Background: an optimization exercise with open tools, aiming at small area. Do not read the settings as production practice. RTL that was checked went through simulation tests only; none was proved equivalent to the original. Power and IR drop assume default switching activity.

== main ==
## platformer_top
module platformer_top (
    input        CLOCK_50,
    input  [3:0] KEY,
    input  [9:0] SW,
    output [9:0] LEDR,
    output [6:0] HEX0,
    output [6:0] HEX1,
    output [6:0] HEX2,
    output [6:0] HEX3,
    output       VGA_BLANK_N,
    output [7:0] VGA_R,
    output [7:0] VGA_G,
    output [7:0] VGA_B,
    output       VGA_CLK,
    output       VGA_HS,
    output       VGA_VS,
    output       VGA_SYNC_N
);
Size in the first run: about 130 flip-flops, about 82 I/O pins, ~12000 sq um of cells after synthesis.
Settings: LEC_CHECK=0, CAP_MARGIN=20, CORE_MARGIN=2, CORE_UTILIZATION=40, SLEW_MARGIN=20; clock period 20.0 ns.
standard.sh (not shown) runs the stock make flow with config.mk's settings and CLKGATE_MAP_FILE= SYNTH_SCRIPT=/design/flow/synth_recipe.tcl, a recipe that flattens the netlist after the stock synthesis.
==> flow/flow/run.sh <==
#!/bin/bash
# Own flow: the standard layout, except that synthesis maps the logic
# for area (see synth.tcl) and the port buffers are the smallest buffers.  Each tool's output goes
# to a log file of its own in this folder.
set -euo pipefail
WORK=$(pwd)
export OWN_ABC_SCRIPT="$WORK/flow/abc_area.script"

# synthesis: the standard synthesis script with the ABC script swapped
make -C "$FLOW_HOME" DESIGN_CONFIG="$WORK/config.mk" WORK_HOME="$WORK/orfs" \
    CLKGATE_MAP_FILE= SYNTH_SCRIPT="$WORK/flow/synth.tcl" synth > "$WORK/own_synth.log" 2>&1

# floorplan to the final layout: the standard flow, which reuses the
# synthesised netlist above.  Every input and output port still gets a
# buffer, but the smallest buffer cell rather than the default choice.
bash "$WORK/standard.sh" "BUFFER_PORTS_ARGS=-buffer_cell sky130_fd_sc_hd__buf_1" finish \
    > "$WORK/standard_finish.log" 2>&1
==> flow/flow/abc_area.script <==
&get -n
&st
&dch -f
&nf -R 1000
&st
&dch -f
&nf -R 1000
&st
&dch -f
&nf -R 1000
&st
&dch -f
&nf -R 1000
&st
&dch -f
&nf -R 1000
&put
==> flow/flow/synth.tcl <==
# The standard synthesis (synth_recipe.tcl), with two changes to how the
# combinational logic is mapped:
#  - extract_fa extracts full adders only, not half adders: half-adder
#    extraction also grabs XOR/AND pairs out of decoders and comparisons,
#    which ABC then cannot optimise;
#  - ABC maps with the area-oriented script in flow/abc_area.script instead
#    of ORFS's speed script (which also buffers and upsizes for timing).
# Everything before, and so every register, its name and its cell, is the
# standard synthesis's.
proc synth {args} { yosys synth -nofsm -noshare {*}$args }
proc abc {args} {
  set i [lsearch $args -script]
  if {$i >= 0} {
    set args [lreplace $args [expr {$i + 1}] [expr {$i + 1}] $::env(OWN_ABC_SCRIPT)]
  }
  yosys abc {*}$args
}
proc extract_fa {args} { yosys extract_fa -fa {*}$args }
source $::env(SCRIPTS_DIR)/synth.tcl
# left out here: clear keep_hierarchy, flatten, clean up, hide names made inside functions, write 1_2_yosys.v
Relative to main, the following input files were edited for the feature branch:
Settings: putting CTS_CLUSTER_SIZE at 40 where nothing was set; putting CTS_BUF_LIST at sky130_fd_sc_hd__clkbuf_8 where nothing was set; putting CTS_CLUSTER_DIAMETER at 200 where nothing was set.
==> comparison <==
- The feature branch and main ended up with roughly the same slew of the pin with the lowest slew margin.
- The feature branch: hold slack higher than main
- main → the feature branch: area fraction of clock buffers and clock inverters fell by 1.3 points; setup slack decreased by 0.032 ns relative to the old numbers; detailed route wirelength on metal2 lost about 0.4%; total track usage was more or less identical.
- The feature branch gives more share of cell area taken by flip-flops and latches than main did.
- Detailed-routing wirelength on met1 went up slightly going from main to the feature branch.
- According to the power report, total power for the feature branch is lower than for main.
- In the feature branch the post-route clock period utilization turned out 0.16 points higher than in main.
Function was not checked in any run of this note: the RTL went through the layout flow alone.

== indigo ==
platformer_top, a different RTL version from the one above (not shown whole).
For scale: roughly 130 flip-flops.
==> flow/config.mk <==
export PLATFORM = sky130hd
export DESIGN_NAME = platformer_top
export DESIGN_NICKNAME = platformer_top
export VERILOG_FILES = /design/flow/design.v
export SDC_FILE = /design/flow/constraint.sdc
export NUM_CORES = 4
export LEC_CHECK = 0
export CAP_MARGIN = 20
export CORE_MARGIN = 2
export CORE_UTILIZATION = 40
export CTS_BUF_LIST = sky130_fd_sc_hd__clkbuf_8
export CTS_CLUSTER_DIAMETER = 250
export CTS_CLUSTER_SIZE = 60
export GPL_TIMING_DRIVEN = 0
export SLEW_MARGIN = 20
==> flow/constraint.sdc <==
create_clock -name core_clock -period 20.0 [get_ports {CLOCK_50}]
set_input_delay 4.0000 -clock core_clock [delete_from_list [all_inputs] [get_ports {CLOCK_50}]]
set_output_delay 4.0000 -clock core_clock [all_outputs]
set_load 0.01 [all_outputs]
==> flow/flow/abc_area.script <==
&get -n
&st
&dc2
&dch -f
&nf -R 1000
&st
&dc2
&dch -f
&nf -R 1000
&st
&dc2
&dch -f
&nf -R 1000
&st
&dc2
&dch -f
&nf -R 1000
&st
&dc2
&dch -f
&nf -R 1000
&put
Scripts as last shown in full above: flow/flow/run.sh, flow/flow/synth.tcl
Inputs modified between indigo and tundra:
Settings: CTS_CLUSTER_DIAMETER: 250 -> 300; CTS_BUF_LIST: sky130_fd_sc_hd__clkbuf_8 -> sky130_fd_sc_hd__clkbuf_16.
==> comparison <==
Signed area change from the synthesized netlist to the final layout in tundra vs indigo: up 1.7 points
Per the comparison of tundra with indigo, sequential group share of total power has decreased; synthesized area essentially unchanged.
Cell area on tundra is up relative to indigo.
tundra against indigo: maximum frequency now sits lower; clock period minus worst slack now larger; fraction of standard cell area that is sequential shrank by 0.39 points.
Between indigo and tundra, power per cell area increased.
[tundra] share of the cycle needed by the critical path after routing rose 0.29 points relative to indigo
For juniper, these inputs were changed with respect to tundra:
Settings: CTS_CLUSTER_SIZE: 60 -> unset; CTS_BUF_LIST: sky130_fd_sc_hd__clkbuf_16 -> unset; CTS_CLUSTER_DIAMETER: 300 -> unset.
diff --git a/flow/flow/run.sh b/flow/flow/run.sh
--- a/flow/flow/run.sh
+++ b/flow/flow/run.sh
@@ -14,4 +14,8 @@
 # synthesised netlist above.  Every input and output port still gets a
 # buffer, but the smallest buffer cell rather than the default choice.
+# Clock tree: the standard flow's options (sink clustering, repair of the clock nets),
+# with 8x clock buffers and without the dummy loads CTS would add to
+# balance the leaf nets.
+export CTS_ARGS="-sink_clustering_enable -repair_clock_nets -dont_use_dummy_load -buf_list sky130_fd_sc_hd__clkbuf_8 -sink_clustering_size 40 -sink_clustering_max_diameter 200"
 bash "$WORK/standard.sh" "BUFFER_PORTS_ARGS=-buffer_cell sky130_fd_sc_hd__buf_1" finish \
     > "$WORK/standard_finish.log" 2>&1
## What came out
juniper vs. tundra: worst reg-to-reg path cell count shows an increase of 1; leakage power figure shows a reduction of 0.16 nW. Going from tundra to juniper, cell count went down; worst hold slack went up; fraction of standard cell area in multi-input logic went up. Relative to tundra, the final cell area reported for juniper is lower. tundra -> juniper: critical path depth delta 0, exact match. juniper leaves less setup margin than tundra. Diff tundra -> juniper | power per unit of standard cell area | decrease of 23%.
--- input diff juniper..nickel ---
Settings: a deleted GPL_TIMING_DRIVEN that had been 0; an added CTS_CLUSTER_SIZE of 40; an added CTS_BUF_LIST of sky130_fd_sc_hd__clkbuf_8; an added CTS_CLUSTER_DIAMETER of 200.
diff --git a/flow/flow/run.sh b/flow/flow/run.sh
--- a/flow/flow/run.sh
+++ b/flow/flow/run.sh
@@ -14,8 +14,4 @@
 # synthesised netlist above.  Every input and output port still gets a
 # buffer, but the smallest buffer cell rather than the default choice.
-# Clock tree: the standard flow's options (sink clustering, repair of the clock nets),
-# with 8x clock buffers and without the dummy loads CTS would add to
-# balance the leaf nets.
-export CTS_ARGS="-sink_clustering_enable -repair_clock_nets -dont_use_dummy_load -buf_list sky130_fd_sc_hd__clkbuf_8 -sink_clustering_size 40 -sink_clustering_max_diameter 200"
 bash "$WORK/standard.sh" "BUFFER_PORTS_ARGS=-buffer_cell sky130_fd_sc_hd__buf_1" finish \
     > "$WORK/standard_finish.log" 2>&1
Findings:
- juniper → nickel: total area of multi-input combinational cells comparable, post-layout net count now larger, detailed-route wire length on metal 1 now smaller.

static timing again, ports no longer ideal:
The results above use ideal ports. As a check the final layouts listed here were re-extracted and re-timed, cells and wires unchanged.
Step 1 (the two cells are an assumption about what drives the block):
set clk [get_ports {CLOCK_50}]
set_driving_cell -lib_cell sky130_fd_sc_hd__clkbuf_16 $clk
set_driving_cell -lib_cell sky130_fd_sc_hd__buf_2 [delete_from_list [all_inputs] $clk]
Step 2 also shifts input and output timing later by t, the mid clock arrival at the registers, as if the neighbouring blocks saw the same clock.
a / b / c = ideal ports / drivers / drivers and shift; a / b = the first two.
run	t (ns)	setup slack, ns	hold slack, ns	worst register clock-pin slew, ns
main	0.478	4.044 / 3.996 / 4.474	0.471 / 0.471 / 0.471	0.07 / 0.07
the feature branch	0.502	4.012 / 3.968 / 4.471	0.475 / 0.475 / 0.475	0.10 / 0.10
indigo	0.524	3.806 / 3.761 / 4.286	0.386 / 0.386 / 0.386	0.11 / 0.11
tundra	0.483	3.748 / 3.701 / 4.184	0.378 / 0.378 / 0.378	0.07 / 0.07
juniper	0.497	3.708 / 3.662 / 4.159	0.385 / 0.385 / 0.385	0.10 / 0.10
nickel	0.524	3.707 / 3.662 / 4.185	0.382 / 0.382 / 0.382	0.10 / 0.10
After both steps every run listed still meets setup and hold.
